Source: an optimization exercise on an open RTL-to-GDS flow (aim: small area). Production flows keep margins and buffers that such runs may drop. In this exercise RTL edits were held to simulation tests only and were not proved equivalent to the original. Power and IR drop assume default switching activity.

## Classic_Pong_Top
module Classic_Pong_Top (
    input clk_i,
    input rst_i,
    input UART_RX_i,
    input sw1_i,
    input sw2_i,
    input sw3_i,
    input sw4_i,
    output VGA_Hsync_o,
    output VGA_Vsync_o,
    output VGA_Red_0_o,
    output VGA_Red_1_o,
    output VGA_Red_2_o,
    output VGA_Grn_0_o,
    output VGA_Grn_1_o,
    output VGA_Grn_2_o,
    output VGA_Blu_0_o,
    output VGA_Blu_1_o,
    output VGA_Blu_2_o
);
export LEC_CHECK = 0
export CAP_MARGIN = 20
export CORE_MARGIN = 2
export CORE_UTILIZATION = 40
export PLACE_DENSITY = 0.6
export SLEW_MARGIN = 20
create_clock -name core_clock -period 40.0 [get_ports {clk_i}]
standard.sh (not shown) runs the stock make flow with config.mk's settings and CLKGATE_MAP_FILE= SYNTH_SCRIPT=/design/flow/synth_recipe.tcl, a recipe that flattens the netlist after the stock synthesis.
==> flow/flow/run.sh <==
#!/bin/bash
# Layout flow: the standard synthesis, an area re-mapping of its
# combinational logic (flip-flops untouched), then the standard layout
# steps with a smaller clock tree and smaller port buffers.
set -euo pipefail
W=$PWD
F=$W/flow
R=$W/orfs/results/sky130hd/Classic_Pong_Top/base
LIB=$FLOW_HOME/platforms/sky130hd/lib/sky130_fd_sc_hd__tt_025C_1v80.lib

bash standard.sh synth > $W/log_1_synth.txt 2>&1

cp $R/1_2_yosys.v $W/std_synth.v
LIBFILE=$LIB NETIN=$W/std_synth.v NETOUT=$W/reopt.v TOP=$FLOW_TOP ABCSCRIPT=$F/area.abc \
  yosys -c $F/reopt.tcl > $W/log_2_reopt.txt 2>&1
cp $W/reopt.v $R/1_2_yosys.v
rm -f $R/1_synth.odb $R/1_synth.sdc

CTS="-sink_clustering_enable -repair_clock_nets -dont_use_dummy_load"
CTS="$CTS -buf_list sky130_fd_sc_hd__clkbuf_8 -root_buf sky130_fd_sc_hd__clkbuf_8"
CTS="$CTS -sink_clustering_size 14 -sink_clustering_max_diameter 60"
bash standard.sh "CTS_ARGS=$CTS" "BUFFER_PORTS_ARGS=-buffer_cell sky130_fd_sc_hd__buf_1" \
  RECOVER_POWER=100 finish > $W/log_3_layout.txt 2>&1
==> flow/flow/area.abc <==
strash
&get -n
&deepsyn -T 180
&put
&get -n
&st
&dch -f
&nf -p -R 1000
&put
topo
==> flow/flow/reopt.tcl <==
# Re-map the combinational logic of the standard synthesis netlist for area.
# Every flip-flop instance is kept as it is (same name, same cell); only the
# gates between them are re-mapped by ABC with an area-oriented script.
yosys -import
set lib $::env(LIBFILE)
read_liberty -ignore_miss_func -overwrite $lib
foreach c {sky130_fd_sc_hd__dfxtp_1 sky130_fd_sc_hd__dfxtp_2 sky130_fd_sc_hd__dfxtp_4} { blackbox $c }
read_verilog $::env(NETIN)
hierarchy -top $::env(TOP)
flatten
opt -purge
abc -liberty $lib -dont_use *probe* -dont_use *lpflow* -script $::env(ABCSCRIPT)
opt_clean -purge
hilomap -singleton -hicell sky130_fd_sc_hd__conb_1 HI -locell sky130_fd_sc_hd__conb_1 LO
insbuf -buf sky130_fd_sc_hd__buf_1 A X
opt_clean -purge
tee -o $::env(NETOUT).stat stat -liberty $lib
write_verilog -noattr -nohex -nodec -noexpr $::env(NETOUT)
The first run finished but failed the layout checks on max-capacitance violations, max-slew violations.
Change:
--- a/flow/flow/run.sh
+++ b/flow/flow/run.sh
@@ -20,2 +20,2 @@
-CTS="$CTS -buf_list sky130_fd_sc_hd__clkbuf_8 -root_buf sky130_fd_sc_hd__clkbuf_8"
-CTS="$CTS -sink_clustering_size 14 -sink_clustering_max_diameter 60"
+CTS="$CTS -buf_list sky130_fd_sc_hd__clkbuf_16 -root_buf sky130_fd_sc_hd__clkbuf_16"
+CTS="$CTS -sink_clustering_size 20 -sink_clustering_max_diameter 80"
@@ -23 +23 @@
-  RECOVER_POWER=100 finish > $W/log_3_layout.txt 2>&1
+  finish > $W/log_3_layout.txt 2>&1
Result: With this change the flow finished clean. Worst setup slack gets better by 0.99 ns. Core utilization goes up by 0.60 points. Via count goes down by 1.0%. Non-clock buffer count stays the same. Final area goes up by 1.4%. Fmax goes up by 9.8%. Cell count goes down by 0.48%. Critical path depth goes down by 1. Flip-flop and latch count stays the same.

---

red:
Starting RTL as in the previous note.
clock: 40.0 ns
lec_check: 0
cap_margin: 20
core_margin: 2
core_utilization: 40
place_density: 0.6
slew_margin: 20
==> flow/flow/run.sh <==
#!/bin/bash
# Layout flow: the standard synthesis, an area re-mapping of its
# combinational logic (flip-flops untouched), then the standard layout
# steps with a smaller clock tree and smaller port buffers.
set -euo pipefail
W=$PWD
F=$W/flow
R=$W/orfs/results/sky130hd/Classic_Pong_Top/base
LIB=$FLOW_HOME/platforms/sky130hd/lib/sky130_fd_sc_hd__tt_025C_1v80.lib

bash standard.sh synth > $W/log_1_synth.txt 2>&1

cp $R/1_2_yosys.v $W/std_synth.v
LIBFILE=$LIB NETIN=$W/std_synth.v NETOUT=$W/reopt.v TOP=$FLOW_TOP ABCSCRIPT=$F/area.abc \
  yosys -c $F/reopt.tcl > $W/log_2_reopt.txt 2>&1
cp $W/reopt.v $R/1_2_yosys.v
rm -f $R/1_synth.odb $R/1_synth.sdc

CTS="-sink_clustering_enable -repair_clock_nets -dont_use_dummy_load"
CTS="$CTS -buf_list sky130_fd_sc_hd__clkbuf_8 -root_buf sky130_fd_sc_hd__clkbuf_8"
CTS="$CTS -sink_clustering_size 14 -sink_clustering_max_diameter 60"
bash standard.sh "CTS_ARGS=$CTS" "BUFFER_PORTS_ARGS=-buffer_cell sky130_fd_sc_hd__buf_1" \
  finish > $W/log_3_layout.txt 2>&1
Scripts as last shown in full above: flow/flow/area.abc, flow/flow/reopt.tcl
red went all the way through synthesis, placement and routing and the layout is clean on timing, DRC and antenna.
Setup changes, red to blue
==> flow/run.sh (new file) <==
#!/bin/bash
# synth_recipe.tcl (not shown) runs the flow's synth.tcl, then flattens the netlist and writes it again
# the make line also repeats each setting of config.mk as NAME=value (left out here)
make -C /OpenROAD-flow-scripts/flow DESIGN_CONFIG=/design/flow/config.mk WORK_HOME=/design/flow/orfs CLKGATE_MAP_FILE= SYNTH_SCRIPT=/design/flow/synth_recipe.tcl finish
removed: flow/flow/run.sh
removed: flow/flow/area.abc
removed: flow/flow/reopt.tcl
removed: flow/standard.sh
[summary]
Compared with red, in blue starting density of the core increased 0.44 points; combinational cell power increased about 60%; number of CTS-inserted buffers went up 4. Clock-pin transition on the worst setup and hold timing paths: blue lower than red. Compared with red, blue shows number of tap cells added at floorplan that has gone up by more than 10%. The multi-input gate share of total cell area in blue was higher than what red gave. When blue is set beside red, its minimum clock period turns out to be 0.31 ns larger. On post-layout instance count excluding filler cells, the lower figure sits with red, not blue. Diff blue..red | global-route usage | negligible. The via count reported for blue is higher than the one for red. As of blue, area after synthesis had risen by more than 10% compared to red.

## what the ideal ports hide
How much do the figures lean on ideal ports? The routed layouts below were timed once more, with nothing changed but the port constraints.
Step 1: set_driving_cell puts a clkbuf_16 on clk_i and a buf_2 on each other input, an assumption about the parent block.
Step 2 adds t to the input delays and takes it off the output delays; t is the mean of the earliest and latest rising clock arrival at the registers after step 1. Input paths then give back, and output paths get back, about the clock's delay inside the block.
Three values: ideal, step 1, step 2; two values: the first two.
run | shift t [ns] | slack for setup (ns) | worst setup path at the end | slew at the worst register clock pin (ns) | cell pins on the clock port's net
the first run of note 1 | 0.516 | 28.911 / 28.927 / 28.411 | input to register | 0.10 / 0.10 | 1
the second run of note 1 | 0.502 | 29.897 / 29.855 / 29.570 | input to register | 0.09 / 0.09 | 1
red | 0.516 | 29.869 / 29.830 / 29.560 | input to register | 0.10 / 0.10 | 1
blue | 0.553 | 29.558 / 29.508 / 30.061 | register to output | 0.06 / 0.06 | 1
The setup slack of the first run of note 1, which loses most, moves by +0.016 ns with the drivers and by -0.500 ns with both steps.
